This design comes from an exercise in tuning for small area, a short achievable clock period and few clock cycles on the open sky130 flow, not from production work.
Where RTL was checked, it was by simulation tests only, not by an equivalence proof against the original.
The clock input has no modelled driver; a real chip could not lean on it and would need a root buffer or a full tree.
No activity file was given, so power comes from the tool's default toggle rates.

v6:
==> flow/design.v <==
module axi_data_width_downsizer #(
	parameter			DATA_WIDTH_FROM	= 64,
	parameter			DATA_WIDTH_TO	= 8,
	parameter	byte	TID_WIDTH		= 1,
	parameter	byte	TDEST_WIDTH		= 1,
	parameter	byte	TUSER_WIDTH		= 1,
	parameter	bit		TID_EN			= 0,
	parameter	bit		TDEST_EN		= 0,
	parameter	bit		TUSER_EN		= 0
)(
	input logic aclk,
	input logic areset_n,
	output	logic								s_axis_tready,
	input	logic								s_axis_tvalid,
	input	logic [DATA_WIDTH_FROM - 1:0]		s_axis_tdata,
	input	logic [DATA_WIDTH_FROM / 8 - 1:0]	s_axis_tkeep,
	input	logic								s_axis_tlast,
	input	logic [TID_WIDTH - 1:0]				s_axis_tid,
	input	logic [TDEST_WIDTH - 1:0]			s_axis_tdest,
	input	logic [TUSER_WIDTH - 1:0]			s_axis_tuser,
	input	logic								m_axis_tready,
	output	logic								m_axis_tvalid,
	output	logic [DATA_WIDTH_TO - 1:0]			m_axis_tdata,
	output	logic [DATA_WIDTH_TO / 8 - 1:0]		m_axis_tkeep,
	output	logic								m_axis_tlast,
	output	logic [TID_WIDTH - 1:0]				m_axis_tid,
	output	logic [TDEST_WIDTH - 1:0]			m_axis_tdest,
	output	logic [TUSER_WIDTH - 1:0]			m_axis_tuser
);
localparam	COUNT	= DATA_WIDTH_FROM / DATA_WIDTH_TO;
localparam	KW		= DATA_WIDTH_TO / 8;
logic								b_valid;
logic [COUNT - 1:0]					b_sel;
logic [DATA_WIDTH_FROM - 1:0]		b_data;
logic [DATA_WIDTH_FROM / 8 - 1:0]	b_keep;
logic								b_last;
logic								s_ready_q;	 
logic								b_load;		 
logic								b_hold;		 
logic								o_empty;	 
logic								o_valid_q;	 
logic [DATA_WIDTH_TO - 1:0]			o_data;
logic [KW - 1:0]					o_keep;
logic								o_last;
logic								o_load;
logic [COUNT - 1:0]					chunk_end;	 
logic [COUNT - 1:0]					chunk_last;	 
logic								b_end;
logic								s_end;
logic [DATA_WIDTH_TO - 1:0]			n_data;
logic [KW - 1:0]					n_keep;
logic								n_last;
logic								b_valid_n;
logic								o_valid_n;
logic [COUNT - 1:0]					b_sel_n;
logic								g_in;
logic [COUNT - 1:0]					g_sel;
assign s_axis_tready = s_ready_q;
assign m_axis_tvalid = o_valid_q;
assign m_axis_tdata  = o_data;
assign m_axis_tkeep  = o_keep;
assign m_axis_tlast  = o_last;
assign m_axis_tid    = '0;
assign m_axis_tdest  = '0;
assign m_axis_tuser  = '0;
assign o_load = o_empty || m_axis_tready;
always_comb begin
	for (int j = 0; j < COUNT - 1; j++) begin
		chunk_end[j]  = (b_keep[(j + 1) * KW +: KW] == '0);
		chunk_last[j] = chunk_end[j];
	end
	chunk_end[COUNT - 1]  = 1'b1;
	chunk_last[COUNT - 1] = b_last;
end
assign b_end = |(b_sel & chunk_end);
assign s_end = (COUNT == 1) || (s_axis_tkeep[KW +: KW] == '0);
assign g_in  = o_load && b_load;
assign g_sel = o_load ? b_sel : '0;
always_comb begin
	n_data = {DATA_WIDTH_TO{g_in}} & s_axis_tdata[DATA_WIDTH_TO - 1:0];
	n_keep = {KW{g_in}} & s_axis_tkeep[KW - 1:0];
	n_last = (g_in & (COUNT == 1 ? s_axis_tlast : s_end)) | |(g_sel & chunk_last);
	for (int j = 0; j < COUNT; j++) begin
		n_data = n_data | ({DATA_WIDTH_TO{g_sel[j]}} & b_data[j * DATA_WIDTH_TO +: DATA_WIDTH_TO]);
		n_keep = n_keep | ({KW{g_sel[j]}} & b_keep[j * KW +: KW]);
	end
end
always_comb begin
	if (b_valid) begin
		o_valid_n = 1'b1;
		if (o_load) begin
			b_valid_n = !b_end;
			b_sel_n = b_end ? '0 : (b_sel << 1);
		end else begin
			b_valid_n = 1'b1;
			b_sel_n = b_sel;
		end
	end else begin
		o_valid_n = s_axis_tvalid;
		if (o_load) begin
			b_valid_n = s_axis_tvalid && !s_end;
			b_sel_n = (s_axis_tvalid && !s_end) ? COUNT'(2) : '0;
		end else begin
			b_valid_n = s_axis_tvalid;
			b_sel_n = s_axis_tvalid ? COUNT'(1) : '0;
		end
	end
end
always_ff @(posedge aclk) begin
	if (!areset_n) begin
		b_valid   <= 1'b0;
		s_ready_q <= 1'b1;
		b_load    <= 1'b1;
		b_hold    <= 1'b0;
		b_sel     <= '0;
		o_empty   <= 1'b1;
		o_valid_q <= 1'b0;
	end else begin
		b_valid   <= b_valid_n;
		s_ready_q <= !b_valid_n;
		b_load    <= !b_valid_n;
		b_hold    <= b_valid_n;
		b_sel     <= b_sel_n;
		if (o_load) begin
			o_empty   <= !o_valid_n;
			o_valid_q <= o_valid_n;
		end
	end
end
always_ff @(posedge aclk) begin
	b_data <= ({DATA_WIDTH_FROM{b_load}} & s_axis_tdata) | ({DATA_WIDTH_FROM{b_hold}} & b_data);
	b_keep <= ({DATA_WIDTH_FROM / 8{b_load}} & s_axis_tkeep) | ({DATA_WIDTH_FROM / 8{b_hold}} & b_keep);
	b_last <= (b_load & s_axis_tlast) | (b_hold & b_last);
end
always_ff @(posedge aclk) begin
	o_data <= n_data | ({DATA_WIDTH_TO{!o_load}} & o_data);
	o_keep <= n_keep | ({KW{!o_load}} & o_keep);
	o_last <= n_last | (!o_load & o_last);
end
endmodule
module axi_data_width_converter_top #(
	parameter		SLAVE_DATA_WIDTH	= 256,
	parameter		MASTER_DATA_WIDTH	= 32,
	parameter byte	TID_WIDTH			= 1, 
	parameter byte	TDEST_WIDTH			= 1,
	parameter byte	TUSER_WIDTH			= 1,
	parameter bit	TID_EN				= 0,
	parameter bit	TDEST_EN			= 0,
	parameter bit	TUSER_EN			= 0
)(
	input logic aclk,
	input logic areset_n,
	output	logic								s_axis_tready,
	input	logic								s_axis_tvalid,
	input	logic [SLAVE_DATA_WIDTH - 1:0]		s_axis_tdata,
	input	logic [SLAVE_DATA_WIDTH / 8 - 1:0]	s_axis_tkeep,
	input	logic								s_axis_tlast,
	input	logic [TID_WIDTH - 1:0]				s_axis_tid,
	input	logic [TDEST_WIDTH - 1:0]			s_axis_tdest,
	input	logic [TUSER_WIDTH - 1:0]			s_axis_tuser,
	input	logic								m_axis_tready,
	output	logic								m_axis_tvalid,
	output	logic [MASTER_DATA_WIDTH - 1:0]		m_axis_tdata,
	output	logic [MASTER_DATA_WIDTH / 8 - 1:0]	m_axis_tkeep,
	output	logic								m_axis_tlast,
	output	logic [TID_WIDTH - 1:0]				m_axis_tid,
	output	logic [TDEST_WIDTH - 1:0]			m_axis_tdest,
	output	logic [TUSER_WIDTH - 1:0]			m_axis_tuser
);
axi_data_width_downsizer #(
		.DATA_WIDTH_FROM(SLAVE_DATA_WIDTH),
		.DATA_WIDTH_TO(MASTER_DATA_WIDTH),
		.TID_WIDTH(TID_WIDTH),
		.TDEST_WIDTH(TDEST_WIDTH),
		.TUSER_WIDTH(TUSER_WIDTH),
		.TID_EN(TID_EN),
		.TDEST_EN(TDEST_EN),
		.TUSER_EN(TUSER_EN)
	) downsizer(
		.aclk(aclk),
		.areset_n(areset_n),
		.s_axis_tid(s_axis_tid),
		.s_axis_tdest(s_axis_tdest),
		.s_axis_tuser(s_axis_tuser),
		.m_axis_tid(m_axis_tid),
		.m_axis_tdest(m_axis_tdest),
		.m_axis_tuser(m_axis_tuser),
		.s_axis_tready(s_axis_tready),
		.s_axis_tvalid(s_axis_tvalid),
		.s_axis_tkeep(s_axis_tkeep),
		.s_axis_tdata(s_axis_tdata),
		.s_axis_tlast(s_axis_tlast),
		.m_axis_tready(m_axis_tready),
		.m_axis_tvalid(m_axis_tvalid),
		.m_axis_tdata(m_axis_tdata),
		.m_axis_tkeep(m_axis_tkeep),
		.m_axis_tlast(m_axis_tlast)
	);
endmodule
==> flow/config.mk <==
export PLATFORM = sky130hd
export DESIGN_NAME = axi_data_width_converter_top
export DESIGN_NICKNAME = axi_data_width_converter_top
export VERILOG_FILES = /design/flow/design.v
export SDC_FILE = /design/flow/constraint.sdc
export NUM_CORES = 4
export LEC_CHECK = 0
export CAP_MARGIN = 20
export CORE_MARGIN = 2
export CORE_UTILIZATION = 60
export CTS_CLUSTER_DIAMETER = 150
export CTS_CLUSTER_SIZE = 20
export SETUP_SLACK_MARGIN = 2.4
export SLEW_MARGIN = 20
==> flow/constraint.sdc <==
create_clock -name core_clock -period 4.0 [get_ports {aclk}]
set_input_delay 0.8000 -clock core_clock [delete_from_list [all_inputs] [get_ports {aclk}]]
set_output_delay 0.8000 -clock core_clock [all_outputs]
set_load 0.01 [all_outputs]
standard.sh (not shown) runs the stock make flow with config.mk's settings and CLKGATE_MAP_FILE= SYNTH_SCRIPT=/design/flow/synth_recipe.tcl, a recipe that flattens the netlist after the stock synthesis.
==> flow/flow/run.sh <==
#!/bin/bash
# Standard layout, with the port buffers made from the smallest plain buffer
# and the top of the clock tree rebuilt after CTS (flow/post_cts.tcl).
set -euo pipefail
export BUFFER_PORTS_ARGS="-buffer_cell sky130_fd_sc_hd__buf_1"
export POST_CTS_TCL="$PWD/flow/post_cts.tcl"
bash standard.sh > standard.log 2>&1
Other scripts of this flow, unchanged in this note and not shown: flow/flow/post_cts.tcl
In summary, v6 completed successfully, with a layout that passed the timing, DRC and antenna checks.
Testbench counts of v6, summed over its fixed seeds: cycles 18,458.
Here is what was changed in the inputs of v7 compared with v6.
--- a/flow/design.v
+++ b/flow/design.v
@@ -55,4 +55,7 @@
 logic [COUNT - 1:0]					b_sel_n;
 logic								g_in;
+logic								g_0;
+logic [DATA_WIDTH_FROM - 1:0]		b_data_n;
+logic [DATA_WIDTH_FROM / 8 - 1:0]	b_keep_n;
 logic [COUNT - 1:0]					g_sel;
 assign s_axis_tready = s_ready_q;
@@ -77,9 +80,10 @@
 assign g_in  = o_load && b_load;
 assign g_sel = o_load ? b_sel : '0;
+assign g_0 = o_load && (b_load || b_sel[0]);
 always_comb begin
-	n_data = {DATA_WIDTH_TO{g_in}} & s_axis_tdata[DATA_WIDTH_TO - 1:0];
-	n_keep = {KW{g_in}} & s_axis_tkeep[KW - 1:0];
+	n_data = {DATA_WIDTH_TO{g_0}} & b_data_n[DATA_WIDTH_TO - 1:0];
+	n_keep = {KW{g_0}} & b_keep_n[KW - 1:0];
 	n_last = (g_in & (COUNT == 1 ? s_axis_tlast : s_end)) | |(g_sel & chunk_last);
-	for (int j = 0; j < COUNT; j++) begin
+	for (int j = 1; j < COUNT; j++) begin
 		n_data = n_data | ({DATA_WIDTH_TO{g_sel[j]}} & b_data[j * DATA_WIDTH_TO +: DATA_WIDTH_TO]);
 		n_keep = n_keep | ({KW{g_sel[j]}} & b_keep[j * KW +: KW]);
@@ -128,7 +132,9 @@
 	end
 end
+assign b_data_n = ({DATA_WIDTH_FROM{b_load}} & s_axis_tdata) | ({DATA_WIDTH_FROM{b_hold}} & b_data);
+assign b_keep_n = ({DATA_WIDTH_FROM / 8{b_load}} & s_axis_tkeep) | ({DATA_WIDTH_FROM / 8{b_hold}} & b_keep);
 always_ff @(posedge aclk) begin
-	b_data <= ({DATA_WIDTH_FROM{b_load}} & s_axis_tdata) | ({DATA_WIDTH_FROM{b_hold}} & b_data);
-	b_keep <= ({DATA_WIDTH_FROM / 8{b_load}} & s_axis_tkeep) | ({DATA_WIDTH_FROM / 8{b_hold}} & b_keep);
+	b_data <= b_data_n;
+	b_keep <= b_keep_n;
 	b_last <= (b_load & s_axis_tlast) | (b_hold & b_last);
 end
### Flow results
- Re flip-flop and latch count: no difference whatsoever between v7 and v6.
- In v7, overall power after layout is higher than in v6.
- v7: post-synthesis instance total 0.40% below v6
- Changes observed in v7 relative to v6: portion of total power attributed to combinational logic went up by 10 points; first-pass GRT wire length went up by about 0.5%; multi-input gate share of total cell area went down by 1.0 points.
- On via count, v6 and v7 are basically level.
Function not checked in v7: the RTL went through the layout flow alone.

-- what the ideal ports hide --
No port has a modelled driver above. Below, the same layouts with a new extraction and two added sets of constraints. Step 1, drivers: a clkbuf_16 drives aclk and a buf_2 each remaining input, both assumed. Step 2 times the ports against the registers' clock, not the clock port: input delays grow and output delays shrink by t, the midpoint of the rising clock arrivals with the driver on. a / b / c = ideal / step 1 / step 2; a / b = the first two.
| run | t (ns) | slack for setup (ns) | worst hold slack (ns) | clock arrival spread, ns | slew at the worst register clock pin (ns) |
|---|---|---|---|---|---|
| v6 | 0.404 | 2.392 / 2.298 / 2.061 | 0.474 / 0.474 / 0.474 | 0.044 / 0.044 | 0.08 / 0.08 |
| v7 | 0.411 | 2.388 / 2.286 / 2.055 | 0.474 / 0.474 / 0.474 | 0.068 / 0.068 | 0.09 / 0.09 |
After both steps setup and hold are still met in every run listed. The setup slack of v7, which loses most, moves by -0.102 ns with the drivers and by -0.333 ns with both steps.
